Background: an optimization exercise with open tools, aiming at small area. Do not read the settings as production practice. At most, simulation tests tie the RTL to the original design; equivalence was not proved. Only the layout flow was run in run 4; the RTL was not checked for function there. Power figures rest on the tool's default switching activity, not on a simulated workload.

$ cat design/flow/flow/run.sh
#!/bin/bash
# Layout: the standard flow (standard.sh, unchanged synthesis) with two changes:
#  - ports are buffered with sky130_fd_sc_hd__buf_1 instead of the default port buffer;
#  - clock tree built from clkbuf_8 leaves over larger sink clusters, without dummy loads.
# The make output goes to standard.log in the work folder; ORFS's own per-step logs are
# under orfs/logs/.
set -euo pipefail
CTS="-sink_clustering_enable -repair_clock_nets -sink_clustering_size 10 -sink_clustering_max_diameter 60 -buf_list sky130_fd_sc_hd__clkbuf_4 -dont_use_dummy_load"
bash standard.sh "BUFFER_PORTS_ARGS=-buffer_cell sky130_fd_sc_hd__buf_1" "CTS_ARGS=$CTS" finish > standard.log 2>&1
$ cat design/flow/standard.sh
#!/bin/bash
# synth_recipe.tcl (not shown) runs the flow's synth.tcl, then flattens the netlist and writes it again
# the make line also repeats each setting of config.mk as NAME=value (left out here)
make -C /OpenROAD-flow-scripts/flow DESIGN_CONFIG=/design/flow/config.mk WORK_HOME=/design/flow/orfs CLKGATE_MAP_FILE= SYNTH_SCRIPT=/design/flow/synth_recipe.tcl "${@:-finish}"
$ cat design/flow/constraint.sdc
create_clock -name core_clock -period 10.0 [get_ports {clk}]
set_input_delay 2.0000 -clock core_clock [delete_from_list [all_inputs] [get_ports {clk}]]
set_output_delay 2.0000 -clock core_clock [all_outputs]
set_load 0.01 [all_outputs]
$ cat design/flow/design.v
`timescale 1ps / 1fs
module fa(input logic a, b, c, output logic s, co);
assign s = a ^ b ^ c;
assign co = (a & b) | (a & c) | (b & c);
endmodule
module ha(input logic a, b, output logic s, co);
assign s = a ^ b;
assign co = a & b;
endmodule
`timescale 1ps / 1fs
module top_module(input logic [7:0] pixel_r,pixel_g,pixel_b, input logic clk,reset,data_in_en,output logic signed [12:0] Convo_final,output logic start_add_1);
parameter N=10;
logic [3:0] x, y;           
logic [9:0] a1,a2,a3,a4,a5,a6,a7,a8,a9,a10,a11;
logic [9:0] b1,b2,b3,b4,b5,b6,b7,b8,b9;
logic [9:0] s;
always_ff @(posedge clk)
begin
if (!reset)
begin
x<=0;
y<=0;
start_add_1<=1'b0;
end
else
begin
start_add_1 <= data_in_en && (y >= 2) && (x != 0) && (x != N-1);
if (data_in_en)
begin
if (x==N-1)
begin
x<=0;
y<= (y==N-1) ? 4'd0 : y+1;
end
else
x<=x+1;
end
end
end
always_ff @(posedge clk)
begin
if (reset && data_in_en)
begin
{a11,a10,a9,a8,a7,a6,a5,a4,a3,a2,a1} <= {a10,a9,a8,a7,a6,a5,a4,a3,a2,a1,s};
if (x != 0)
{b9,b8,b7,b6,b5,b4,b3,b2,b1} <= {b8,b7,b6,b5,b4,b3,b2,b1,a11};
end
end
logic sa1;
logic sa2;
logic sa3;
logic sa4;
logic sa5;
logic sa6;
logic sa7;
logic sa8;
logic sa9;
logic sa10;
logic sa11;
logic sa12;
logic sa13;
logic sa14;
logic sa15;
logic sa16;
logic sa17;
logic sa18;
logic sa19;
logic sa20;
logic sa21;
logic sa22;
logic sa23;
logic sa24;
logic sa25;
logic sa26;
logic sa27;
logic sa28;
logic sa29;
logic sa30;
logic sa31;
logic sa32;
fa u_sa1 (pixel_r[0], pixel_g[0], pixel_b[0], sa1, sa2);
fa u_sa3 (pixel_r[1], pixel_g[1], pixel_b[1], sa3, sa4);
fa u_sa5 (pixel_r[2], pixel_g[2], pixel_b[2], sa5, sa6);
fa u_sa7 (pixel_r[3], pixel_g[3], pixel_b[3], sa7, sa8);
fa u_sa9 (pixel_r[4], pixel_g[4], pixel_b[4], sa9, sa10);
fa u_sa11 (pixel_r[5], pixel_g[5], pixel_b[5], sa11, sa12);
fa u_sa13 (pixel_r[6], pixel_g[6], pixel_b[6], sa13, sa14);
fa u_sa15 (pixel_r[7], pixel_g[7], pixel_b[7], sa15, sa16);
ha u_sa17 (sa2, sa3, sa17, sa18);
fa u_sa19 (sa4, sa5, sa18, sa19, sa20);
fa u_sa21 (sa6, sa7, sa20, sa21, sa22);
fa u_sa23 (sa8, sa9, sa22, sa23, sa24);
fa u_sa25 (sa10, sa11, sa24, sa25, sa26);
fa u_sa27 (sa12, sa13, sa26, sa27, sa28);
fa u_sa29 (sa14, sa15, sa28, sa29, sa30);
ha u_sa31 (sa16, sa30, sa31, sa32);
assign s = {sa32, sa31, sa29, sa27, sa25, sa23, sa21, sa19, sa17, sa1};
logic la1;
logic la2;
logic la3;
logic la4;
logic la5;
logic la6;
logic la7;
logic la8;
logic la9;
logic la10;
logic la11;
logic la12;
logic la13;
logic la14;
logic la15;
logic la16;
logic la17;
logic la18;
logic la19;
logic la20;
logic la21;
logic la22;
logic la23;
logic la24;
logic la25;
logic la26;
logic la27;
logic la28;
logic la29;
logic la30;
logic la31;
logic la32;
logic la33;
logic la34;
logic la35;
logic la36;
logic la37;
logic la38;
logic la39;
logic la40;
logic la41;
logic la42;
logic la43;
logic la44;
logic la45;
logic la46;
logic la47;
logic la48;
logic la49;
logic la50;
logic la51;
logic la52;
logic la53;
logic la54;
logic la55;
logic la56;
logic la57;
logic la58;
logic la59;
logic la60;
logic la61;
logic la62;
logic la63;
logic la64;
logic la65;
logic la66;
logic la67;
logic la68;
logic la69;
logic la70;
logic la71;
logic la72;
logic la73;
logic la74;
logic la75;
logic la76;
logic la77;
logic la78;
logic la79;
logic la80;
logic la81;
fa u_la1 (a1[0], a10[0], b1[0], la1, la2);
fa u_la3 (a1[1], a10[1], b1[1], la3, la4);
assign la5 = ~(~a11[0] ^ a1[2]);
assign la6 = ~a11[0] | a1[2];
fa u_la7 (a10[2], b1[2], b9[2], la7, la8);
fa u_la9 (~a11[1], a1[3], a10[3], la9, la10);
fa u_la11 (~a11[2], a1[4], a10[4], la11, la12);
fa u_la13 (~a11[3], a1[5], a10[5], la13, la14);
fa u_la15 (~a11[4], a1[6], a10[6], la15, la16);
fa u_la17 (~a11[5], a1[7], a10[7], la17, la18);
fa u_la19 (~a11[6], a1[8], a10[8], la19, la20);
fa u_la21 (~a11[7], a1[9], a10[9], la21, la22);
fa u_la23 (la2, la3, b9[1], la23, la24);
fa u_la25 (la4, la5, la7, la25, la26);
fa u_la27 (la6, la8, la9, la27, la28);
fa u_la29 (la10, la11, b1[4], la29, la30);
fa u_la31 (la12, la13, b1[5], la31, la32);
fa u_la33 (la14, la15, b1[6], la33, la34);
fa u_la35 (la16, la17, b1[7], la35, la36);
fa u_la37 (la18, la19, b1[8], la37, la38);
fa u_la39 (la20, la21, b1[9], la39, la40);
fa u_la41 (la26, la27, b1[3], la41, la42);
fa u_la43 (la28, la29, b9[4], la43, la44);
fa u_la45 (la30, la31, b9[5], la45, la46);
fa u_la47 (la32, la33, b9[6], la47, la48);
fa u_la49 (la34, la35, b9[7], la49, la50);
fa u_la51 (la36, la37, b9[8], la51, la52);
fa u_la53 (la38, la39, b9[9], la53, la54);
fa u_la55 (la40, la22, ~a11[8], la55, la56);
ha u_la57 (la1, b9[0], la57, la58);
ha u_la59 (la23, la58, la59, la60);
fa u_la61 (la24, la25, la60, la61, la62);
fa u_la63 (la41, b9[3], la62, la63, la64);
fa u_la65 (la42, la43, la64, la65, la66);
fa u_la67 (la44, la45, la66, la67, la68);
fa u_la69 (la46, la47, la68, la69, la70);
fa u_la71 (la48, la49, la70, la71, la72);
fa u_la73 (la50, la51, la72, la73, la74);
fa u_la75 (la52, la53, la74, la75, la76);
fa u_la77 (la54, la55, la76, la77, la78);
fa u_la79 (la56, ~a11[9], la78, la79, la80);
assign la81 = ~la80;
assign Convo_final = {la81, la79, la77, la75, la73, la71, la69, la67, la65, la63, la61, la59, la57};
endmodule
$ cat design/flow/config.mk
export PLATFORM = sky130hd
export DESIGN_NAME = top_module
export DESIGN_NICKNAME = top_module
export VERILOG_FILES = /design/flow/design.v
export SDC_FILE = /design/flow/constraint.sdc
export NUM_CORES = 4
export LEC_CHECK = 0
export CAP_MARGIN = 20
export CORE_MARGIN = 2
export CORE_UTILIZATION = 40
export SLEW_MARGIN = 20
export SYNTH_HIERARCHICAL = 1
==> results of run 1 <==
[synthesized netlist by cell type, types with 2 or more instances]
master      n
fa_1       51
nand3_1     2
inv_1      16
or4_1       2
edfxtp_1  200
xnor2_1     2
buf_4      13
nor2_1      3
nand2_1     5
a21oi_1     5
ha_1        5
o21ai_0     3
dfxtp_1     9
[metal layers]
layer	global-route usage	part of all wire	vias to the layer above
met5	0	0	-
met4	0.03700	0.029	0
met3	0.02759	0.053	26
met2	0.1431	0.42	66
met1	0.1537	0.50	1511
li1	-	-	1329
[worst paths after layout]
path | to | cells after the start
hold reg to reg | a8[3]$_DFFE_PP_ | 0
hold / removal | a8[3]$_DFFE_PP_ | 0
setup reg to reg | b6[9]$_DFFE_PP_ | 4
setup / recovery | Convo_final[11] | 14
[critical path: cells and delay by family, from the launching register on]
kind / cells / cell delay [ns]
fa+ha+maj: 13 / 5.25
buf+inv: 1 / 0.15
flops: 1 / 0.43
[logic make-up (layout without fill, tap and decap cells)]
family                     Yosys count  after routing  synth area share
other                                0              1                 0
DFF                                209            209            0.8080
and+or+nand+nor                     19             19           0.01373
muxes                                1              1          0.001471
buffers and inverters               31             86           0.02173
adders and majority gates           56             56            0.1415
xor gates and xnor gates             2              2          0.002288
AOI/OAI and AO/OA                   13             13           0.01128
[Yosys stat by module, one instance, submodules excluded]
module / cells / copies in the design / cell area (sq um) / flip-flops and latches
ha: 1 / 4 / 12.51 / 0
fa: 1 / 51 / 20.02 / 0
top_module: 276 / 1 / 6585 / 209
[cell type report]
cell class / instances / area (sq um) / area share
multi-input combinational: 91 / 1316 / 0.1596
timing repair buffer: 44 / 200.2 / 0.02427
inverter: 17 / 63.81 / 0.007735
sequential: 209 / 6186 / 0.7499
clock buffer: 25 / 187.7 / 0.02275
antenna: 1 / 2.502 / 0.0003034
tap: 234 / 292.8 / 0.03549
[stage by stage]
step           area, sq um  total power, W
2_1_floorplan         7656        0.001279
3_3_place_gp          8031        0.001307
3_5_place_dp          8031        0.001313
4_1_cts               8219        0.001681
5_1_grt               8249        0.001744
6_report              8249        0.001646
[report_power, final]
part	switching, W	internal [W]
logic	0.000158	0.000108
registers	0.0000163	0.00100
clock network	0.000248	0.000115
total	0.000423	0.00122
==> out/metrics.csv, run 1 <==
stage;metric;value;unit
status;run status;timing/DRC/antenna clean;
global_route;number of global-route vias before repair;3127;
cts;CTS Buf Count;25;
timing;Rel. slew slack;0.4218;
critical_path;FF-to-FF Start;x[3]$_SDFFE_PN0P_;
drt;final wirelength;9.874;mm
critical_path;crit-path max cell delay;0.58;ns
critical_path;Setup CP Type;reg2out;
synthesis;Seq/Total Area, Yosys;0.8080;
timing;Tcrit/Tclk final;0.8419;
synthesis;synth warn;7;
floorplan;# IOs;41;
placement;Routability Congestion;0.7186;
timing;Achievable Freq;0.1188;GHz
placement;Setup WS pre-CTS;2.186;ns
global_route;initial antenna violation count;1;
layout;layout cells sized above 1;0.09067;
placement;post-DP HPWL;6.047;mm
synthesis;number of distinct library cells after synthesis;28;
drt;via count;2932;
layout;filler cell count in the final layout;1605;
critical_path;cell repeated most along the worst path;fa_1;
pwr;Pleak;2.647;nW
drt;Pre-antenna DRT Iters;4;
synthesis;ys async rst share;0;
layout;commonest non-fill, non-tap cell in the layout;edfxtp_1;
synthesis;Syn Nets;414;
global_route;first-pass GRT wire length;15.93;mm
pwr;pwr/cell area;199.5;nW/um^2
critical_path;Slowest cell on crit path;fa_1;
layout;most frequent cells in the layout;edfxtp_1 (200), fa_1 (51), buf_1 (40), clkbuf_4 (25), inv_1 (16);
timing;fin worst setup slack;1.581;ns
timing;Fin Clk Skew;0.03518;ns
timing;Tmin final;8.419;ns
min_path;Worst Hold Class;reg2reg;
placement;Port Buffer Count;40;
critical_path;CP startpoint;a1[1]$_DFFE_PP_;
drt;drt drc;0;
floorplan;Core Region;18770;sq um
synthesis;top-area cell type share of the netlist area;0.7844;
critical_path;CP Capture Type;primary output;
synthesis;area leader, netlist;edfxtp_1;
timing;final hold slack;0.3964;ns
global_route;GRT Total Usage;0.1019;
cts;PostCTS Resize Cnt;0;
critical_path;critical path launch point type;flip-flop;
global_route;grt total ovfl;0;
layout;Cell Count, Final, Fillers Out;621;
critical_path;Worst EP required;8.00;ns
global_route;largest net degree at the start of global routing;89;
cts;post-CTS setup buffers;0;
cts;Worst-Skew Late Latency;0.61;ns
synthesis;synthesized area per cell;23.13;sq um
layout;post-layout util;0.4395;
timing;max-slew violations;0;
synthesis;Post-Synthesis Cells;331;
floorplan;Die Footprint;20260;sq um
min_path;Hold Crit Start;a7[3]$_DFFE_PP_;
floorplan;Die Ht;142.4;um
synthesis;Post-synth top flop;edfxtp_1;
synthesis;register bit count reported by yosys;209;
critical_path;crit path DAT;6.42;ns
job;max-cap violation count;0;
drt;via/cell ratio;4.721;
layout;area grow syn2layout;7.746;%
synthesis;Post-synth EDFFs;200;
cts;clk sink count;209;
layout;nets@finish;471;
critical_path;worst path cell trace;fa_1 > fa_1 > ha_1 > fa_1 > fa_1 > fa_1 > fa_1 > fa_1 > fa_1 > fa_1 > fa_1 > fa_1 > fa_1 > buf_1;
drt;Iter 0 DRT Violations;282;
timing;final hold vios;0;
drt;WL/cell;15.90;um
critical_path;setup slack, reg-to-reg;7.84;ns
synthesis;Post-Syn Area;7656;sq um
cts;Root Buffer;clkbuf_4;
timing;setup_tns;0;ns
drt;post-route ant nets;0;
pwr;Max VDD drop;0.00007719;V
floorplan;die width;142.4;um
timing;RSZ-0062 raised after global routing;false;
cts;clock buffer depth;3;
cts;hold_buf cts;0;
placement;placed cells;594;
cts;Worst-path clk slew;0.10;ns
timing;Setup violations, final;0;
floorplan;Row Count;50;
floorplan;Starting Density;0.4079;
critical_path;Crit Path Max Fanout;2;
timing;worst-margin pin slew;0.8672;ns
cts;CTS tree;done;
synthesis;top post-synthesis cells by area;edfxtp_1 (78%), fa_1 (13%), dfxtp_1 (2.4%);
cts;H-tree depth;1;
==> run 2, diff against run 1 <==
--- a/design/flow/config.mk
+++ b/design/flow/config.mk
@@ -5,8 +5,8 @@
 export SDC_FILE = /design/flow/constraint.sdc
 export NUM_CORES = 4
 export LEC_CHECK = 0
-export CAP_MARGIN = 20
+export CAP_MARGIN = 0
 export CORE_MARGIN = 2
 export CORE_UTILIZATION = 40
-export SLEW_MARGIN = 20
+export SLEW_MARGIN = 0
 export SYNTH_HIERARCHICAL = 1
==> out/metrics.csv, run 2 <==
stage;metric;value;unit
status;run status;timing/DRC/antenna clean;
placement;post-DP HPWL;6.047;mm
layout;area grow syn2layout;7.387;%
timing;Setup violations, final;0;
timing;max-slew violations;0;
floorplan;Die Ht;142.4;um
min_path;Hold Path Depth;0;
synthesis;synth warn;7;
floorplan;die width;142.4;um
layout;nets@finish;470;
pwr;Max VDD drop;0.00007713;V
floorplan;Row Count;50;
cts;post-CTS setup buffers;0;
pwr;Pleak;2.635;nW
global_route;GR met2 Demand/Resource;0.1431;
critical_path;Buf/Inv on CP;1;
global_route;GR peak layer;met1;
critical_path;Reg2Reg Depth;4;
cts;Root Buffer;clkbuf_4;
synthesis;top post-synthesis cells by area;edfxtp_1 (78%), fa_1 (13%), dfxtp_1 (2.4%);
critical_path;cell repeated most along the worst path;fa_1;
cts;Worst-Skew Late Latency;0.61;ns
placement;Routability Congestion;0.7186;
synthesis;synthesized area per cell;23.13;sq um
critical_path;CP delay by family, top;adder cells;
global_route;largest net degree at the start of global routing;89;
synthesis;Post-synth top flop;edfxtp_1;
critical_path;CP Capture Type;primary output;
global_route;GRT Total Usage;0.1019;
synthesis;number of distinct library cells after synthesis;28;
synthesis;register bit count reported by yosys;209;
timing;Tcrit/Tclk final;0.8411;
floorplan;# IOs;41;
critical_path;RR Endpoint;b8[8]$_DFFE_PP_;
global_route;initial antenna violation count;1;
critical_path;Slowest cell on crit path;fa_1;
floorplan;Core Region;18770;sq um
min_path;Worst Hold Class;reg2reg;
drt;via/cell ratio;4.716;
critical_path;critical path launch point type;flip-flop;
timing;Rel. slew slack;0.3005;
layout;area occupied by multi-input gates;1316;sq um
synthesis;Syn Nets;414;
global_route;grt total ovfl;0;
layout;filler cell count in the final layout;1607;
critical_path;setup slack, reg-to-reg;7.85;ns
synthesis;Seq/Total Area, Yosys;0.8080;
cts;hold_buf cts;0;
timing;RSZ-0062 raised after global routing;false;
floorplan;Starting Density;0.4079;
cts;H-tree depth;1;
placement;Port Buffer Count;40;
global_route;met3 usage;0.02759;
critical_path;Setup CP Type;reg2out;
floorplan;Die Footprint;20260;sq um
critical_path;Crit. path cell count;14;
cts;Worst-path clk slew;0.10;ns
synthesis;area leader, netlist;edfxtp_1;
synthesis;Post-synth top cells;edfxtp_1 (200), fa_1 (51), inv_1 (16);
drt;via count;2924;
critical_path;worst path cell trace;fa_1 > fa_1 > ha_1 > fa_1 > fa_1 > fa_1 > fa_1 > fa_1 > fa_1 > fa_1 > fa_1 > fa_1 > fa_1 > buf_1;
critical_path;crit path DAT;6.41;ns
drt;Iter 0 DRT Violations;262;
min_path;Hold EP;a8[3]$_DFFE_PP_;
timing;setup_tns;0;ns
critical_path;Crit Path Max Fanout;2;
drt;final wirelength;9.804;mm
critical_path;crit-path max cell delay;0.58;ns
pwr;pwr/cell area;199.9;nW/um^2
drt;drt drc;0;
synthesis;ys async rst share;0;
synthesis;top-area cell type share of the netlist area;0.7844;
timing;Tmin final;8.411;ns
synthesis;Post-synth EDFFs;200;
cts;clock buffer depth;3;
synthesis;Post-Syn Area;7656;sq um
timing;Fin Clk Skew;0.03502;ns
cts;CTS Buf Count;25;
min_path;Hold Crit Start;a7[3]$_DFFE_PP_;
timing;final hold vios;0;
timing;worst-margin pin slew;1.049;ns
cts;clk sink count;209;
layout;layout cells sized above 1;0.08831;
global_route;number of global-route vias before repair;3127;
pwr;Pwr Total;0.001643;W
drt;WL/cell;15.81;um
synthesis;Post-Synthesis Cells;331;
job;max-cap violation count;0;
global_route;grt met1 use;0.1537;
timing;Achievable Freq;0.1189;GHz
cts;CTS tree;done;
drt;Pre-antenna DRT Iters;4;
synthesis;top-count cell post-synth;edfxtp_1;
layout;Register Area;6186;sq um
layout;most frequent cells in the layout;edfxtp_1 (200), fa_1 (51), buf_1 (40), clkbuf_4 (25), inv_1 (16);
critical_path;FF-to-FF Start;x[3]$_SDFFE_PN0P_;
critical_path;Worst EP required;8.00;ns
global_route;first-pass GRT wire length;15.93;mm
drt;post-route ant nets;0;
layout;commonest non-fill, non-tap cell in the layout;edfxtp_1;
cts;PostCTS Resize Cnt;0;
run 2: changes by cell type in the layout (fill, tap and decap cells not counted):
cell,before,now
buf_16,1,0
run 2: layout make-up:
| cell class | instances | area share |
|---|---|---|
| Sequential cell | 209 | 0.7524 |
| Timing Repair Buffer | 43 | 0.02100 |
| Tap cell | 234 | 0.03561 |
| Antenna cell | 1 | 0.0003044 |
| Clock buffer | 25 | 0.02283 |
| Inverter | 17 | 0.007761 |
| Multi-Input combinational cell | 91 | 0.1601 |
run 2: cells by family after synthesis:
kind of cell,Yosys count,share of synthesized area
fa+ha+maj,56,0.1415
mux,1,0.001471
compound gates,13,0.01128
xor+xnor,2,0.002288
simple gates,19,0.01373
buf+inv,31,0.02173
flops,209,0.8080
run 2: worst max path at each step:
| stage | slack (ns) | start | endpoint |
|---|---|---|---|
| 3_3_place_gp | 2.19 | a1[1]$_DFFE_PP_ | Convo_final[11] |
| 5_1_grt | 1.33 | a1[1]$_DFFE_PP_ | Convo_final[11] |
| 3_5_place_dp | 2.19 | a1[1]$_DFFE_PP_ | Convo_final[11] |
| 6_report | 1.59 | a1[1]$_DFFE_PP_ | Convo_final[11] |
| 2_1_floorplan | 0.60 | reset | start_add_1$_SDFF_PN0_ |
| 4_1_cts | 1.49 | a1[1]$_DFFE_PP_ | Convo_final[11] |
run 2: routing by layer:
metal,share of wire,wire [um]
met5,0,0
met4,0.029,286
met3,0.054,525
met2,0.42,4144
met1,0.49,4848
run 2: per-stage QoR:
step	instances	instance area, sq um	utilization	hold WS (ns)	setup slack, ns
floorplan	331	7656	-	0.4003	0.6037
global placement	594	8031	0.4279	0.4003	2.191
detailed placement	594	8031	0.4279	0.4045	2.186
CTS	619	8219	0.4379	0.4001	1.486
global route	620	8222	0.4381	0.4161	1.331
finish	620	8222	0.4381	0.3975	1.589
run 2: per-module statistics from Yosys (local to each module, per instance):
module,times used,cells inside,flip-flops and latches,cell area [sq um]
top_module,1,276,209,6585
fa,51,1,0,20.02
ha,4,1,0,12.51
run 2: worst reg2reg max path, cell delays in order (launching register included):
cell,delay [ns]
dfxtp_1,0.44
nor4_1,0.10
nor3_2,0.11
buf_4,0.32
buf_4,0.73
run 2: power by group:
group,leakage [nW],switching (W),internal (W)
combinational,0.595,0.000157,0.000106
sequential,1.92,0.0000162,0.00100
clock,0.115,0.000248,0.000115
==> run 3, diff against run 2 <==
--- a/design/flow/config.mk
+++ b/design/flow/config.mk
@@ -5,8 +5,8 @@
 export SDC_FILE = /design/flow/constraint.sdc
 export NUM_CORES = 4
 export LEC_CHECK = 0
-export CAP_MARGIN = 0
+export CAP_MARGIN = 5
 export CORE_MARGIN = 2
 export CORE_UTILIZATION = 40
-export SLEW_MARGIN = 0
+export SLEW_MARGIN = 5
 export SYNTH_HIERARCHICAL = 1
==> out/metrics.csv, run 3 <==
stage;metric;value;unit
critical_path;setup slack, reg-to-reg;7.85;ns
synthesis;ys async rst share;0;
synthesis;number of distinct library cells after synthesis;28;
synthesis;Post-Synthesis Cells;331;
placement;Routability Congestion;0.7186;
layout;nets@finish;470;
synthesis;Post-synth top flop;edfxtp_1;
synthesis;top-area cell type share of the netlist area;0.7844;
cts;clock buffer depth;3;
floorplan;Core Region;18770;sq um
timing;max-slew violations;0;
critical_path;critical path launch point type;flip-flop;
cts;Worst-Skew Late Latency;0.61;ns
timing;Tcrit/Tclk final;0.8411;
layout;layout cells sized above 1;0.08831;
timing;worst-margin pin slew;1.049;ns
synthesis;synth warn;7;
layout;filler cell count in the final layout;1607;
synthesis;Syn Nets;414;
timing;final hold vios;0;
timing;Tmin final;8.411;ns
timing;Fin Clk Skew;0.03502;ns
critical_path;FF-to-FF Start;x[3]$_SDFFE_PN0P_;
drt;Pre-antenna DRT Iters;4;
floorplan;Row Count;50;
drt;drt drc;0;
synthesis;top-count cell post-synth;edfxtp_1;
placement;Port Buffer Count;40;
drt;post-route ant nets;0;
synthesis;Post-synth top cells;edfxtp_1 (200), fa_1 (51), inv_1 (16);
cts;Worst-path clk slew;0.10;ns
synthesis;synthesized area per cell;23.13;sq um
drt;via/cell ratio;4.716;
synthesis;Seq/Total Area, Yosys;0.8080;
critical_path;Setup CP Type;reg2out;
layout;most frequent cells in the layout;edfxtp_1 (200), fa_1 (51), buf_1 (40), clkbuf_4 (25), inv_1 (16);
cts;CTS Buf Count;25;
layout;area occupied by multi-input gates;1316;sq um
drt;WL/cell;15.81;um
timing;RSZ-0062 raised after global routing;false;
global_route;initial antenna violation count;1;
critical_path;Reg2Reg Depth;4;
floorplan;Die Footprint;20260;sq um
synthesis;register bit count reported by yosys;209;
floorplan;Starting Density;0.4079;
timing;setup_tns;0;ns
layout;Register Area;6186;sq um
global_route;grt total ovfl;0;
critical_path;RR Endpoint;b8[8]$_DFFE_PP_;
critical_path;Worst EP required;8.00;ns
synthesis;top post-synthesis cells by area;edfxtp_1 (78%), fa_1 (13%), dfxtp_1 (2.4%);
timing;Achievable Freq;0.1189;GHz
drt;via count;2924;
pwr;Pleak;2.635;nW
cts;hold_buf cts;0;
cts;H-tree depth;1;
global_route;largest net degree at the start of global routing;89;
synthesis;area leader, netlist;edfxtp_1;
min_path;Worst Hold Class;reg2reg;
global_route;first-pass GRT wire length;15.93;mm
cts;clk sink count;209;
pwr;Max VDD drop;0.00007713;V
placement;post-DP HPWL;6.047;mm
layout;commonest non-fill, non-tap cell in the layout;edfxtp_1;
status;run status;timing/DRC/antenna clean;
critical_path;Crit Path Max Fanout;2;
synthesis;Post-Syn Area;7656;sq um
timing;Rel. slew slack;0.3005;
global_route;number of global-route vias before repair;3127;
cts;CTS tree;done;
job;max-cap violation count;0;
timing;Setup violations, final;0;
floorplan;Die Ht;142.4;um
cts;post-CTS setup buffers;0;
pwr;pwr/cell area;199.9;nW/um^2
layout;area grow syn2layout;7.387;%
global_route;GRT Total Usage;0.1019;
drt;final wirelength;9.804;mm
synthesis;Post-synth EDFFs;200;
floorplan;# IOs;41;
min_path;Hold EP;a8[3]$_DFFE_PP_;
cts;PostCTS Resize Cnt;0;
drt;Iter 0 DRT Violations;262;
pwr;Pwr Total;0.001643;W
min_path;Hold Crit Start;a7[3]$_DFFE_PP_;
critical_path;CP Capture Type;primary output;
critical_path;crit path DAT;6.41;ns
floorplan;die width;142.4;um
min_path;Hold Path Depth;0;
cts;Root Buffer;clkbuf_4;
[run 3: per-module statistics from Yosys, one instance, submodules excluded]
| module | times used | flops+latches |
|---|---|---|
| ha | 4 | 0 |
| top_module | 1 | 209 |
| fa | 51 | 0 |
[run 3: cell families (layout without fill, tap and decap cells)]
group,Yosys count,after routing,share of synthesized area
AOI/OAI and AO/OA,13,13,0.01128
adders and majority gates,56,56,0.1415
other,0,1,0
and+or+nand+nor,19,19,0.01373
DFF,209,209,0.8080
muxes,1,1,0.001471
buffers and inverters,31,85,0.02173
xor gates and xnor gates,2,2,0.002288
[run 3: area by class of cell]
cell class / instances / area share
sequential: 209 / 0.7524
multi-input combinational: 91 / 0.1601
tap: 234 / 0.03561
clock buffer: 25 / 0.02283
timing repair buffer: 43 / 0.02100
inverter: 17 / 0.007761
antenna: 1 / 0.0003044
[run 3: worst max path at each step]
stage	startpoint	endpoint	slack, ns	cells after the start
3_3_place_gp	a1[1]$_DFFE_PP_	Convo_final[11]	2.19	14
3_5_place_dp	a1[1]$_DFFE_PP_	Convo_final[11]	2.19	14
4_1_cts	a1[1]$_DFFE_PP_	Convo_final[11]	1.49	14
2_1_floorplan	reset	start_add_1$_SDFF_PN0_	0.60	3
6_report	a1[1]$_DFFE_PP_	Convo_final[11]	1.59	14
5_1_grt	a1[1]$_DFFE_PP_	Convo_final[11]	1.33	14
[run 3: per-layer routing]
metal | up-vias | track usage | share of wire
met3 | 27 | 0.02759 | 0.054
met5 | - | 0 | 0
met1 | 1500 | 0.1537 | 0.49
met4 | 0 | 0.03700 | 0.029
met2 | 70 | 0.1431 | 0.42
li1 | 1327 | - | -
[run 3: metrics by stage]
| stage | setup slack (ns) | area (sq um) | instances | hold slack [ns] | utilization |
|---|---|---|---|---|---|
| global route | 1.331 | 8222 | 620 | 0.4161 | 0.4381 |
| CTS | 1.486 | 8219 | 619 | 0.4001 | 0.4379 |
| floorplan | 0.6037 | 7656 | 331 | 0.4003 | - |
| global placement | 2.191 | 8031 | 594 | 0.4003 | 0.4279 |
| finish | 1.589 | 8222 | 620 | 0.3975 | 0.4381 |
| detailed placement | 2.186 | 8031 | 594 | 0.4045 | 0.4279 |
[run 3: power breakdown]
part | switching, W | internal (W) | leakage (nW)
Sequential | 0.0000162 | 0.00100 | 1.92
Combinational | 0.000157 | 0.000106 | 0.595
Clock | 0.000248 | 0.000115 | 0.115
[run 3: worst max-delay path: stages, from the launching register on]
cell	delay, ns
edfxtp_1	0.43
fa_1	0.58
fa_1	0.42
ha_1	0.22
fa_1	0.39
fa_1	0.39
fa_1	0.39
fa_1	0.39
fa_1	0.41
fa_1	0.39
fa_1	0.39
fa_1	0.39
fa_1	0.39
fa_1	0.49
buf_1	0.15
==> run 4, diff against run 3 <==
--- a/design/flow/design.v
+++ b/design/flow/design.v
@@ -14,28 +14,17 @@
 logic [9:0] a1,a2,a3,a4,a5,a6,a7,a8,a9,a10,a11;
 logic [9:0] b1,b2,b3,b4,b5,b6,b7,b8,b9;
 logic [9:0] s;
+logic x9, y9;
+logic [3:0] tx, ty;
+assign x9 = x[3] && x[0];
+assign y9 = y[3] && y[0];
+assign tx = {x9 || (x[2] && x[1] && x[0]), x[1] && x[0], x[0] && !x[3], 1'b1};
+assign ty = {y9 || (y[2] && y[1] && y[0]), y[1] && y[0], y[0] && !y[3], 1'b1};
 always_ff @(posedge clk)
 begin
-if (!reset)
-begin
-x<=0;
-y<=0;
-start_add_1<=1'b0;
-end
-else
-begin
-start_add_1 <= data_in_en && (y >= 2) && (x != 0) && (x != N-1);
-if (data_in_en)
-begin
-if (x==N-1)
-begin
-x<=0;
-y<= (y==N-1) ? 4'd0 : y+1;
-end
-else
-x<=x+1;
-end
-end
+x <= reset ? x ^ (tx & {4{data_in_en}}) : 4'd0;
+y <= reset ? y ^ (ty & {4{data_in_en && x9}}) : 4'd0;
+start_add_1 <= reset && data_in_en && (y >= 2) && (x != 0) && !x9;
 end
 always_ff @(posedge clk)
 begin
==> out/metrics.csv, run 4 <==
stage;metric;value;unit
global_route;grt total ovfl;0;
synthesis;top-count cell post-synth;edfxtp_1;
synthesis;Post-synth top cells;edfxtp_1 (200), fa_1 (51), inv_1 (14);
placement;placed cell areas;7985;sq um
critical_path;CP Capture Type;primary output;
cts;Worst-Skew Late Latency;0.63;ns
cts;CTS Buf Count;25;
global_route;largest net degree at the start of global routing;91;
floorplan;die width;142.1;um
placement;Routability Congestion;0.7241;
global_route;met3 usage;0.02423;
global_route;grt met1 use;0.1574;
synthesis;Post-synth top flop;edfxtp_1;
pwr;clock share of power;0.220;
timing;worst-margin pin slew;1.159;ns
drt;drt drc;0;
floorplan;Core Region;18710;sq um
synthesis;register bit count reported by yosys;209;
layout;post-layout util;0.4372;
timing;Rel. slew slack;0.2270;
global_route;GR met2 Demand/Resource;0.1337;
critical_path;Setup CP Type;reg2out;
cts;Worst-path clk slew;0.10;ns
pwr;pwr/cell area;200.4;nW/um^2
drt;via/cell ratio;4.649;
layout;area grow syn2layout;7.165;%
global_route;number of global-route vias before repair;2925;
drt;via count;2836;
timing;final hold slack;0.3631;ns
global_route;initial antenna violation count;1;
cts;Root Buffer;clkbuf_4;
layout;Final Cell Area;8178;sq um
synthesis;synth warn;7;
placement;placed cells;583;
placement;post-DP HPWL;5.822;mm
drt;post-route ant nets;0;
timing;setup_tns;0;ns
synthesis;top-area cell type share of the netlist area;0.7870;
global_route;GRT Total Usage;0.1004;
pwr;Psw;0.0004176;W
pwr;Sw Ratio;0.2547;
layout;most frequent cells in the layout;edfxtp_1 (200), fa_1 (51), buf_1 (40), clkbuf_4 (25), inv_1 (14);
timing;final hold vios;0;
synthesis;Post-Synthesis Cells;322;
cts;H-tree depth;1;
layout;Cell Count, Final, Fillers Out;610;
cts;clock buffer depth;3;
status;run status;timing/DRC/antenna clean;
synthesis;Post-synth EDFFs;200;
synthesis;area leader, netlist;edfxtp_1;
pwr;Pleak;2.676;nW
pwr;internal power;0.001222;W
timing;Fin Clk Skew;0.1054;ns
synthesis;synthesized area per cell;23.70;sq um
critical_path;Crit Path Max Fanout;2;
layout;nets@finish;459;
synthesis;number of distinct library cells after synthesis;28;
timing;Tcrit/Tclk final;0.8392;
global_route;first-pass GRT wire length;15.53;mm
drt;Pre-antenna DRT Iters;4;
synthesis;Post-Syn Area;7631;sq um
critical_path;Worst EP required;8.00;ns
floorplan;Die Footprint;20200;sq um
critical_path;critical path launch point type;flip-flop;
drt;final wirelength;9.579;mm
global_route;GR peak layer;met1;
cts;PostCTS Resize Cnt;0;
pwr;Flop pwr share;0.621;
synthesis;top post-synthesis cells by area;edfxtp_1 (79%), fa_1 (13%), dfxtp_1 (2.4%);
cts;post-CTS setup buffers;0;
pwr;Max VDD drop;0.00008871;V
critical_path;crit path DAT;6.39;ns
timing;Setup violations, final;0;
min_path;Worst Hold Class;reg2reg;
floorplan;# IOs;41;
drt;Iter 0 DRT Violations;221;
floorplan;Row Count;50;
timing;Tmin final;8.392;ns
placement;Port Buffer Count;40;
timing;Achievable Freq;0.1192;GHz
pwr;combinational share of power;0.158;
drt;WL/cell;15.70;um
cts;hold_buf cts;0;
synthesis;Seq/Total Area, Yosys;0.8106;
cts;CTS tree;done;
floorplan;Starting Density;0.4080;
cts;clk sink count;209;
synthesis;Syn Nets;405;
floorplan;Die Ht;142.1;um
job;max-cap violation count;0;
synthesis;ys async rst share;0;
layout;layout cells sized above 1;0.08289;
timing;max-slew violations;0;
layout;commonest non-fill, non-tap cell in the layout;edfxtp_1;
timing;RSZ-0062 raised after global routing;false;
==> run 4: through the flow <==
stage	setup slack, ns	total power (W)
2_1_floorplan	2.418	0.001276
3_3_place_gp	2.191	0.001308
3_5_place_dp	2.136	0.001314
4_1_cts	1.479	0.001676
5_1_grt	1.298	0.001748
6_report	1.608	0.001639
==> run 4: Yosys stat by module (local to each module, per instance) <==
| module | flip-flops and latches | cells inside |
|---|---|---|
| fa | 0 | 1 |
| ha | 0 | 1 |
| top_module | 209 | 267 |
==> run 4: layer usage <==
layer | routed length (um) | vias to the layer above | part of all wire
met5 | 0 | - | 0
li1 | - | 1285 | -
met3 | 429 | 23 | 0.045
met4 | 248 | 0 | 0.026
met1 | 5037 | 1465 | 0.53
met2 | 3864 | 63 | 0.40
==> run 4: kinds of logic after synthesis <==
logic type / after synthesis / share of synthesized area
adder cells (fa/ha/maj): 56 / 0.1420
AO/OA/AOI/OAI: 7 / 0.007707
AND/OR/NAND/NOR: 16 / 0.01295
XOR/XNOR: 4 / 0.004592
multiplexers: 1 / 0.001312
flip-flops: 209 / 0.8106
buffers and inverters: 29 / 0.02082
==> run 4: path summary, 6_finish.rpt <==
kind	cells after the start	startpoint	end	slack (ns)
min reg2reg	0	a4[4]$_DFFE_PN_	a5[4]$_DFFE_PN_	0.36
max	14	a1[1]$_DFFE_PN_	Convo_final[11]	1.61
min	0	a4[4]$_DFFE_PN_	a5[4]$_DFFE_PN_	0.36
max reg2reg	2	x[0]$_SDFF_PN0_	b6[0]$_DFFE_PP_	7.98
==> run 4: final cells by class <==
type	count	area, sq um
timing repair buffer	42	165.2
sequential	209	6186
inverter	14	52.55
tap	234	292.8
fill	1612	10530
clock buffer	25	187.7
antenna	2	5.005
multi-input combinational	84	1289
==> run 4: power groups by stage <==
stage / Clock (W) / Combinational (W) / Sequential (W)
after floorplan: 0 / 0.000244 / 0.00103
after global placement: 0 / 0.000272 / 0.00104
after detailed placement: 0 / 0.000275 / 0.00104
after CTS: 0.000382 / 0.000275 / 0.00102
after global routing: 0.000419 / 0.000306 / 0.00102
final: 0.000361 / 0.000260 / 0.00102
==> run 4: worst max-delay path, stage by stage (launching register included) <==
cell      delay [ns]
edfxtp_1        0.44
fa_1            0.58
fa_1            0.43
ha_1            0.23
fa_1            0.38
fa_1            0.40
fa_1            0.40
fa_1            0.39
fa_1            0.40
fa_1            0.39
fa_1            0.39
fa_1            0.39
fa_1            0.38
fa_1            0.48
buf_1           0.15
==> run 5, diff against run 4 <==
--- a/design/flow/design.v
+++ b/design/flow/design.v
@@ -16,7 +16,7 @@
 logic [9:0] s;
 logic x9, y9;
 logic [3:0] tx, ty;
-assign x9 = x[3] && x[0];
+assign x9 = x[3] && x[0];            
 assign y9 = y[3] && y[0];
 assign tx = {x9 || (x[2] && x[1] && x[0]), x[1] && x[0], x[0] && !x[3], 1'b1};
 assign ty = {y9 || (y[2] && y[1] && y[0]), y[1] && y[0], y[0] && !y[3], 1'b1};
--- a/design/flow/config.mk
+++ b/design/flow/config.mk
@@ -8,5 +8,6 @@
 export CAP_MARGIN = 5
 export CORE_MARGIN = 2
 export CORE_UTILIZATION = 40
+export PLACE_DENSITY = 0.9
 export SLEW_MARGIN = 5
 export SYNTH_HIERARCHICAL = 1
==> out/metrics.csv, run 5 <==
stage;metric;value;unit
synthesis;Syn Nets;405;
synthesis;top post-synthesis cells by area;edfxtp_1 (79%), fa_1 (13%), dfxtp_1 (2.4%);
critical_path;Crit Path Max Fanout;2;
floorplan;Row Count;50;
cts;hold_buf cts;0;
synthesis;Post-synth top flop;edfxtp_1;
timing;final hold slack;0.3569;ns
pwr;Pwr Total;0.001645;W
cts;clock buffer depth;3;
synthesis;Seq/Total Area, Yosys;0.8106;
synthesis;synth warn;7;
layout;nets@finish;459;
global_route;GRT Total Usage;0.1008;
layout;most frequent cells in the layout;edfxtp_1 (200), fa_1 (51), buf_1 (40), clkbuf_4 (25), inv_1 (14);
floorplan;Die Ht;142.1;um
floorplan;die width;142.1;um
synthesis;top-count cell post-synth;edfxtp_1;
critical_path;CP delay by family, top;adder cells;
drt;Iter 0 DRT Violations;235;
layout;post-layout util;0.4369;
timing;RSZ-0062 raised after global routing;false;
drt;via/cell ratio;4.663;
floorplan;Starting Density;0.4080;
drt;post-route ant nets;0;
cts;CTS Buf Count;25;
placement;Routability Congestion;0.8058;
cts;CTS tree;done;
synthesis;Post-synth top cells;edfxtp_1 (200), fa_1 (51), inv_1 (14);
cts;clk sink count;209;
timing;Rel. slew slack;0.2598;
floorplan;# IOs;41;
timing;setup_tns;0;ns
critical_path;critical path launch point type;flip-flop;
layout;commonest non-fill, non-tap cell in the layout;edfxtp_1;
job;max-cap violation count;0;
cts;H-tree depth;1;
cts;Worst-Skew Late Latency;0.59;ns
floorplan;Die Footprint;20200;sq um
global_route;grt total ovfl;0;
synthesis;number of distinct library cells after synthesis;28;
cts;Root Buffer;clkbuf_4;
global_route;number of global-route vias before repair;2975;
cts;post-CTS setup buffers;0;
placement;post-DP HPWL;6.503;mm
critical_path;CP Capture Type;primary output;
global_route;largest net degree at the start of global routing;92;
synthesis;register bit count reported by yosys;209;
cts;Worst-path clk slew;0.12;ns
critical_path;Buf/Inv on CP;2;
pwr;Pleak;2.675;nW
synthesis;top-area cell type share of the netlist area;0.7870;
min_path;Worst Hold Class;reg2reg;
pwr;pwr/cell area;201.3;nW/um^2
layout;layout cells sized above 1;0.08289;
timing;Fin Clk Skew;0.04939;ns
global_route;initial antenna violation count;0;
layout;area grow syn2layout;7.100;%
layout;n_diodes;0;
timing;worst-margin pin slew;1.110;ns
pwr;Max VDD drop;0.00009155;V
timing;max-slew violations;0;
timing;Achievable Freq;0.1185;GHz
critical_path;crit-path max cell delay;0.56;ns
synthesis;ys async rst share;0;
cts;PostCTS Resize Cnt;0;
synthesis;Post-synth EDFFs;200;
floorplan;Core Region;18710;sq um
critical_path;Setup CP Type;reg2out;
critical_path;Worst EP required;8.00;ns
critical_path;cell repeated most along the worst path;fa_1;
timing;final hold vios;0;
critical_path;setup slack, reg-to-reg;8.03;ns
drt;via count;2835;
timing;Tmin final;8.441;ns
placement;Setup WS pre-CTS;2.136;ns
timing;Setup violations, final;0;
synthesis;synthesized area per cell;23.70;sq um
timing;fin worst setup slack;1.559;ns
drt;final wirelength;9.889;mm
drt;WL/cell;16.26;um
synthesis;area leader, netlist;edfxtp_1;
critical_path;crit path DAT;6.44;ns
drt;drt drc;0;
drt;Pre-antenna DRT Iters;4;
placement;Port Buffer Count;40;
timing;Tcrit/Tclk final;0.8441;
synthesis;Post-Synthesis Cells;322;
critical_path;Slowest cell on crit path;fa_1;
critical_path;worst path cell trace;inv_1 > fa_1 > fa_1 > fa_1 > fa_1 > fa_1 > fa_1 > fa_1 > fa_1 > fa_1 > fa_1 > fa_1 > fa_1 > buf_1;
global_route;first-pass GRT wire length;15.39;mm
synthesis;Post-Syn Area;7631;sq um
status;run status;timing/DRC/antenna clean;
run 5: cell types whose count changed in the layout (fill, tap and decap cells not counted):
cell and delta:
diode_2 -2
run 5: worst reg2reg max path, cell delays in order (launching register included):
cell	delay [ns]
dfxtp_1	0.52
o41a_2	0.20
buf_4	0.82
run 5: per-module statistics from Yosys, one instance, submodules excluded:
module	flops+latches	cell area [sq um]	cells
top_module	209	6560	267
fa	0	20.02	1
ha	0	12.51	1
run 5: final cells by class:
| type | count | area (sq um) |
|---|---|---|
| Fill cell | 1528 | 10530 |
| Sequential cell | 209 | 6186 |
| Multi-Input combinational cell | 84 | 1289 |
| Tap cell | 234 | 292.8 |
| Clock buffer | 25 | 187.7 |
| Timing Repair Buffer | 42 | 165.2 |
| Inverter | 14 | 52.55 |
run 5: kinds of logic (layout without fill, tap and decap cells):
logic type	Yosys count	in the layout	synth area share
AND/OR/NAND/NOR	16	16	0.01295
multiplexers	1	1	0.001312
adder cells (fa/ha/maj)	56	56	0.1420
AO/OA/AOI/OAI	7	7	0.007707
buffers and inverters	29	81	0.02082
XOR/XNOR	4	4	0.004592
flip-flops	209	209	0.8106
run 5: where the power goes:
part	total [W]	leakage, nW	internal (W)	switching (W)
clock network	0.000354	0.115	0.000115	0.000239
registers	0.00102	1.92	0.00100	0.0000178
logic	0.000271	0.636	0.000107	0.000164
run 5: routing by layer:
layer	global-route usage	share of wire	wire length, um	vias to the layer above
li1	-	-	-	1280
met5	0	0	0	-
met3	0.03028	0.053	529	20
met4	0.03000	0.022	220	0
met2	0.1526	0.45	4411	69
met1	0.1427	0.48	4728	1466
run 5: stage by stage:
stage          cells  area (sq um)
2_1_floorplan    322          7631
3_3_place_gp     583          7985
3_5_place_dp     583          7985
4_1_cts          608          8173
5_1_grt          608          8173
6_report         608          8173
run 5: final timing paths:
| path | from | to | cells after the start |
|---|---|---|---|
| max | a11[1]$_DFFE_PN_ | Convo_final[11] | 14 |
| min | a2[2]$_DFFE_PN_ | a3[2]$_DFFE_PN_ | 0 |
| max reg2reg | x[0]$_SDFF_PN0_ | b4[9]$_DFFE_PP_ | 2 |
| min reg2reg | a2[2]$_DFFE_PN_ | a3[2]$_DFFE_PN_ | 0 |
==> run 6, diff against run 5 <==
--- a/design/flow/config.mk
+++ b/design/flow/config.mk
@@ -8,6 +8,5 @@
 export CAP_MARGIN = 5
 export CORE_MARGIN = 2
 export CORE_UTILIZATION = 40
-export PLACE_DENSITY = 0.9
 export SLEW_MARGIN = 5
 export SYNTH_HIERARCHICAL = 1
==> out/metrics.csv, run 6 <==
stage;metric;value;unit
synthesis;Synth Area in Adders;0.1420;
timing;final hold vios;0;
cts;CTS Buf Count;25;
drt;post-route ant nets;0;
cts;clock buffer depth;3;
synthesis;area leader, netlist;edfxtp_1;
cts;Root Buffer;clkbuf_4;
synthesis;Post-Synthesis Cells;322;
cts;clk sink count;209;
synthesis;top post-synthesis cells by area;edfxtp_1 (79%), fa_1 (13%), dfxtp_1 (2.4%);
critical_path;cell repeated most along the worst path;fa_1;
placement;Routability Congestion;0.7241;
timing;Fin Clk Skew;0.1054;ns
cts;post-CTS setup buffers;0;
drt;via/cell ratio;4.649;
timing;final hold slack;0.3631;ns
global_route;initial antenna violation count;1;
global_route;grt total ovfl;0;
critical_path;critical path launch point type;flip-flop;
global_route;met3 usage;0.02423;
floorplan;# IOs;41;
synthesis;multiplexer share of the synthesized area;0.001312;
layout;most frequent cells in the layout;edfxtp_1 (200), fa_1 (51), buf_1 (40), clkbuf_4 (25), inv_1 (14);
cts;Worst-path clk slew;0.10;ns
critical_path;Slowest cell on crit path;fa_1;
synthesis;Post-synth top flop;edfxtp_1;
min_path;Hold Crit Start;a4[4]$_DFFE_PN_;
drt;WL/cell;15.70;um
critical_path;crit-path max cell delay;0.58;ns
timing;worst-margin pin slew;1.159;ns
global_route;largest net degree at the start of global routing;91;
cts;hold_buf cts;0;
synthesis;ys async rst share;0;
pwr;pwr/cell area;200.4;nW/um^2
critical_path;Worst EP required;8.00;ns
critical_path;Crit Path Max Fanout;2;
critical_path;Setup CP Type;reg2out;
timing;max-slew violations;0;
global_route;grt met1 use;0.1574;
global_route;GRT Total Usage;0.1004;
drt;Iter 0 DRT Violations;221;
synthesis;Synth Area in Compound Gates;0.007706;
timing;RSZ-0062 raised after global routing;false;
synthesis;synthesized area per cell;23.70;sq um
pwr;Pleak;2.676;nW
min_path;Worst Hold Class;reg2reg;
synthesis;number of distinct library cells after synthesis;28;
timing;Rel. slew slack;0.2270;
global_route;GR peak layer;met1;
synthesis;XOR/XNOR Fraction of Synth Area;0.004591;
global_route;GR met2 Demand/Resource;0.1337;
cts;CTS tree;done;
synthesis;top-area cell type share of the netlist area;0.7870;
critical_path;crit path DAT;6.39;ns
critical_path;CP delay by family, top;adder cells;
floorplan;Starting Density;0.4080;
cts;PostCTS Resize Cnt;0;
critical_path;FF-to-FF Start;x[0]$_SDFF_PN0_;
synthesis;Post-Syn Area;7631;sq um
job;max-cap violation count;0;
synthesis;Post-synth top cells;edfxtp_1 (200), fa_1 (51), inv_1 (14);
layout;layout cells sized above 1;0.08289;
timing;Achievable Freq;0.1192;GHz
floorplan;Core Region;18710;sq um
synthesis;largest family of logic cells by synthesized area;adder cells;
cts;Worst-Skew Late Latency;0.63;ns
floorplan;die width;142.1;um
drt;final wirelength;9.579;mm
cts;H-tree depth;1;
drt;Pre-antenna DRT Iters;4;
synthesis;Syn Nets;405;
pwr;Max VDD drop;0.00008871;V
synthesis;register bit count reported by yosys;209;
layout;nets@finish;459;
status;run status;timing/DRC/antenna clean;
timing;setup_tns;0;ns
global_route;number of global-route vias before repair;2925;
timing;Tcrit/Tclk final;0.8392;
critical_path;Buf/Inv on CP;1;
layout;area grow syn2layout;7.165;%
critical_path;CP startpoint;a1[1]$_DFFE_PN_;
floorplan;Row Count;50;
synthesis;top-count cell post-synth;edfxtp_1;
placement;Port Buffer Count;40;
layout;commonest non-fill, non-tap cell in the layout;edfxtp_1;
timing;Tmin final;8.392;ns
synthesis;Post-synth EDFFs;200;
placement;post-DP HPWL;5.822;mm
floorplan;Die Footprint;20200;sq um
critical_path;CP Capture Type;primary output;
synthesis;Synth Area in Simple Gates;0.01295;
synthesis;Seq/Total Area, Yosys;0.8106;
synthesis;synth warn;7;
drt;drt drc;0;
floorplan;Die Ht;142.1;um
critical_path;worst path cell trace;fa_1 > fa_1 > ha_1 > fa_1 > fa_1 > fa_1 > fa_1 > fa_1 > fa_1 > fa_1 > fa_1 > fa_1 > fa_1 > buf_1;
timing;Setup violations, final;0;
drt;via count;2836;
global_route;first-pass GRT wire length;15.53;mm
==> run 6: cell counts after synthesis <==
No cell type changed its count.
==> run 6: Yosys stat by module, one instance, submodules excluded <==
module	area (sq um)	cells inside	flops+latches	times used
top_module	6560	267	209	1
ha	12.51	1	0	4
fa	20.02	1	0	51
==> run 6: path summary, 6_finish.rpt <==
kind | endpoint | depth (start not counted) | slack [ns]
max | Convo_final[11] | 14 | 1.61
min | a5[4]$_DFFE_PN_ | 0 | 0.36
max reg2reg | b6[0]$_DFFE_PP_ | 2 | 7.98
min reg2reg | a5[4]$_DFFE_PN_ | 0 | 0.36
==> run 6: cells by family (layout without fill, tap and decap cells) <==
logic type                 count (synthesis)  in the layout
DFF                                      209            209
adders and majority gates                 56             56
buffers and inverters                     29             81
and+or+nand+nor                           16             16
AOI/OAI and AO/OA                          7              7
xor gates and xnor gates                   4              4
muxes                                      1              1
other                                      0              2
==> run 6: metrics by stage <==
step	setup slack (ns)	cells	cell area (sq um)	total power, W	util
after floorplan	2.418	322	7631	0.001276	-
after global placement	2.191	583	7985	0.001308	0.4269
after detailed placement	2.136	583	7985	0.001314	0.4269
after CTS	1.479	608	8173	0.001676	0.4369
after global routing	1.298	610	8178	0.001748	0.4372
final	1.608	610	8178	0.001639	0.4372
==> run 6: metal layers <==
metal	part of all wire	vias to the layer above	wire length [um]
met2	0.40	63	3864
met5	0	-	0
met4	0.026	0	248
met1	0.53	1465	5037
li1	-	1285	-
met3	0.045	23	429
==> run 6: power breakdown <==
group / leakage, nW / switching [W] / internal (W)
combinational: 0.636 / 0.000155 / 0.000105
sequential: 1.92 / 0.0000167 / 0.00100
clock: 0.115 / 0.000246 / 0.000115
==> run 6: layout make-up <==
| cell class | count | area, sq um |
|---|---|---|
| fill | 1612 | 10530 |
| sequential | 209 | 6186 |
| multi-input combinational | 84 | 1289 |
| tap | 234 | 292.8 |
| clock buffer | 25 | 187.7 |
| timing repair buffer | 42 | 165.2 |
| inverter | 14 | 52.55 |
| antenna | 2 | 5.005 |
==> run 7, diff against run 6 <==
--- a/design/flow/flow/run.sh
+++ b/design/flow/flow/run.sh
@@ -5,5 +5,5 @@
 # The make output goes to standard.log in the work folder; ORFS's own per-step logs are
 # under orfs/logs/.
 set -euo pipefail
-CTS="-sink_clustering_enable -repair_clock_nets -sink_clustering_size 10 -sink_clustering_max_diameter 60 -buf_list sky130_fd_sc_hd__clkbuf_4 -dont_use_dummy_load"
+CTS="-sink_clustering_enable -repair_clock_nets -sink_clustering_size 12 -sink_clustering_max_diameter 60 -buf_list sky130_fd_sc_hd__clkbuf_4 -dont_use_dummy_load"
 bash standard.sh "BUFFER_PORTS_ARGS=-buffer_cell sky130_fd_sc_hd__buf_1" "CTS_ARGS=$CTS" finish > standard.log 2>&1
--- a/design/flow/config.mk
+++ b/design/flow/config.mk
@@ -8,5 +8,6 @@
 export CAP_MARGIN = 5
 export CORE_MARGIN = 2
 export CORE_UTILIZATION = 40
+export PLACE_DENSITY = 0.9
 export SLEW_MARGIN = 5
 export SYNTH_HIERARCHICAL = 1
==> out/metrics.csv, run 7 <==
stage;metric;value;unit
synthesis;Synth Area in Adders;0.1420;
pwr;Max VDD drop;0.00008351;V
timing;RSZ-0062 raised after global routing;false;
drt;Iter 0 DRT Violations;263;
global_route;number of global-route vias before repair;2943;
floorplan;Die Footprint;20200;sq um
global_route;GRT Total Usage;0.09987;
min_path;Worst Hold Class;reg2reg;
synthesis;top-count cell post-synth;edfxtp_1;
cts;PostCTS Resize Cnt;0;
timing;final hold vios;0;
drt;WL/cell;16.19;um
critical_path;worst path cell trace;fa_1 > fa_1 > ha_1 > fa_1 > fa_1 > fa_1 > fa_1 > fa_1 > fa_1 > fa_1 > fa_1 > fa_1 > fa_1 > buf_1;
layout;Final Cell Area;8143;sq um
layout;commonest non-fill, non-tap cell in the layout;edfxtp_1;
critical_path;Crit Path Max Fanout;2;
critical_path;critical path launch point type;flip-flop;
status;run status;timing/DRC/antenna clean;
pwr;Pleak;2.657;nW
timing;Rel. slew slack;0.2762;
timing;worst-margin pin slew;1.086;ns
cts;CTS Buf Count;21;
synthesis;Post-synth EDFFs;200;
synthesis;Synth Area in Simple Gates;0.01295;
drt;via count;2791;
layout;nets@finish;455;
floorplan;# IOs;41;
timing;setup_tns;0;ns
critical_path;Setup CP Type;reg2out;
cts;clk sink count;209;
pwr;pwr/cell area;199.2;nW/um^2
cts;H-tree depth;1;
cts;Worst-Skew Late Latency;0.59;ns
timing;Tmin final;8.444;ns
layout;area grow syn2layout;6.706;%
cts;hold_buf cts;0;
placement;Routability Congestion;0.8058;
global_route;first-pass GRT wire length;15.24;mm
synthesis;XOR/XNOR Fraction of Synth Area;0.004591;
drt;via/cell ratio;4.621;
layout;most frequent cells in the layout;edfxtp_1 (200), fa_1 (51), buf_1 (40), clkbuf_4 (21), inv_1 (14);
critical_path;crit path DAT;6.44;ns
synthesis;synth warn;7;
layout;Cell Count, Final, Fillers Out;604;
synthesis;Synth Area in Compound Gates;0.007706;
synthesis;synthesized area per cell;23.70;sq um
floorplan;Row Count;50;
global_route;initial antenna violation count;0;
floorplan;Core Region;18710;sq um
synthesis;top post-synthesis cells by area;edfxtp_1 (79%), fa_1 (13%), dfxtp_1 (2.4%);
critical_path;cell repeated most along the worst path;fa_1;
synthesis;Seq/Total Area, Yosys;0.8106;
synthesis;Post-Syn Area;7631;sq um
placement;Port Buffer Count;40;
synthesis;ys async rst share;0;
timing;Achievable Freq;0.1184;GHz
layout;layout cells sized above 1;0.07297;
placement;placed cell areas;7985;sq um
global_route;grt total ovfl;0;
global_route;largest net degree at the start of global routing;92;
layout;n_diodes;0;
cts;Worst-path clk slew;0.12;ns
synthesis;multiplexer share of the synthesized area;0.001312;
synthesis;largest family of logic cells by synthesized area;adder cells;
synthesis;Post-Synthesis Cells;322;
drt;Pre-antenna DRT Iters;7;
critical_path;CP delay by family, top;adder cells;
cts;post-CTS setup buffers;0;
synthesis;top-area cell type share of the netlist area;0.7870;
critical_path;Buf/Inv on CP;1;
synthesis;Post-synth top flop;edfxtp_1;
placement;placed cells;583;
synthesis;Syn Nets;405;
cts;Root Buffer;clkbuf_4;
timing;max-slew violations;0;
cts;clock buffer depth;3;
drt;post-route ant nets;0;
timing;Fin Clk Skew;0.03246;ns
floorplan;die width;142.1;um
synthesis;number of distinct library cells after synthesis;28;
floorplan;Starting Density;0.4080;
critical_path;CP Capture Type;primary output;
placement;post-DP HPWL;6.503;mm
critical_path;crit-path max cell delay;0.58;ns
job;max-cap violation count;0;
timing;Setup violations, final;0;
drt;drt drc;0;
floorplan;Die Ht;142.1;um
critical_path;Slowest cell on crit path;fa_1;
synthesis;Post-synth top cells;edfxtp_1 (200), fa_1 (51), inv_1 (14);
synthesis;area leader, netlist;edfxtp_1;
timing;Tcrit/Tclk final;0.8444;
layout;post-layout util;0.4353;
layout;filler cell count in the final layout;1537;
drt;final wirelength;9.777;mm
critical_path;Worst EP required;8.00;ns
timing;final hold slack;0.4128;ns
synthesis;register bit count reported by yosys;209;
cts;CTS tree;done;
run 7: cell count changes in the layout (fill, tap and decap cells not counted):
cell / previous run / this run
clkbuf_4: 25 / 21
diode_2: 2 / 0
run 7: final timing paths:
kind,cells after the start,endpoint,slack [ns],startpoint
max,14,Convo_final[11],1.56,a1[1]$_DFFE_PN_
min reg2reg,0,a10[5]$_DFFE_PN_,0.41,a9[5]$_DFFE_PN_
min,0,a10[5]$_DFFE_PN_,0.41,a9[5]$_DFFE_PN_
max reg2reg,2,b1[6]$_DFFE_PP_,8.06,x[0]$_SDFF_PN0_
run 7: per-stage QoR:
step	worst slack (ns)	power, W
3_3_place_gp	2.209	0.001307
5_1_grt	1.280	0.001713
3_5_place_dp	2.136	0.001326
4_1_cts	1.470	0.001652
2_1_floorplan	2.418	0.001276
6_report	1.556	0.001622
run 7: kinds of logic after synthesis:
group                      after synthesis
DFF                                    209
adders and majority gates               56
buffers and inverters                   29
and+or+nand+nor                         16
AOI/OAI and AO/OA                        7
xor gates and xnor gates                 4
muxes                                    1
run 7: per-layer routing:
layer / vias to the layer above / wire length (um) / GRT usage
li1: 1272 / - / -
met1: 1431 / 4727 / 0.1448
met2: 69 / 4405 / 0.1500
met3: 19 / 494 / 0.02826
met4: 0 / 148 / 0.02737
met5: - / 0 / 0
run 7: area by class of cell:
class                      instances  area, sq um  share of cell area
sequential                       209         6186              0.7597
tap                              234        292.8             0.03596
inverter                          14        52.55            0.006454
timing repair buffer              42        165.2             0.02028
multi-input combinational         84         1289              0.1583
clock buffer                      21        157.7             0.01936
run 7: per-module statistics from Yosys, one instance, submodules excluded:
module,times used,cell area [sq um]
top_module,1,6560
ha,4,12.51
fa,51,20.02
run 7: power by group:
part	internal, W	switching [W]	total, W
Combinational	0.000107	0.000165	0.000272
Clock	0.0000978	0.000233	0.000331
Sequential	0.00100	0.0000177	0.00102
Total	0.00121	0.000416	0.00162

afterwards: timing with drivers on the ports:
Ports are ideal in the flow. The routed layouts listed here were re-timed in OpenROAD.
Step 1 sets driving cells, clkbuf_16 on the clock port and buf_2 on the other inputs (assumed; they add their load-dependent delay and slew).
Step 2 also shifts input and output timing later by t, the mid clock arrival at the registers, as if the neighbouring blocks saw the same clock.
a / b / c = ideal / step 1 / step 2; a / b = the first two.
| run | shift t [ns] | setup WS [ns] | worst setup path after step 2 | clock arrival spread, ns |
|---|---|---|---|---|
| run 1 | 0.633 | 1.581 / 1.543 / 2.177 | register to output | 0.035 / 0.035 |
| run 2 | 0.632 | 1.589 / 1.551 / 2.183 | register to output | 0.038 / 0.038 |
| run 3 | 0.632 | 1.589 / 1.551 / 2.183 | register to output | 0.038 / 0.038 |
| run 4 | 0.617 | 1.608 / 1.568 / 2.185 | register to output | 0.105 / 0.106 |
| run 5 | 0.603 | 1.559 / 1.528 / 2.131 | register to output | 0.059 / 0.059 |
| run 6 | 0.617 | 1.608 / 1.568 / 2.185 | register to output | 0.105 / 0.106 |
| run 7 | 0.601 | 1.556 / 1.525 / 2.125 | register to output | 0.034 / 0.033 |
After both steps setup and hold are still met in every run listed.
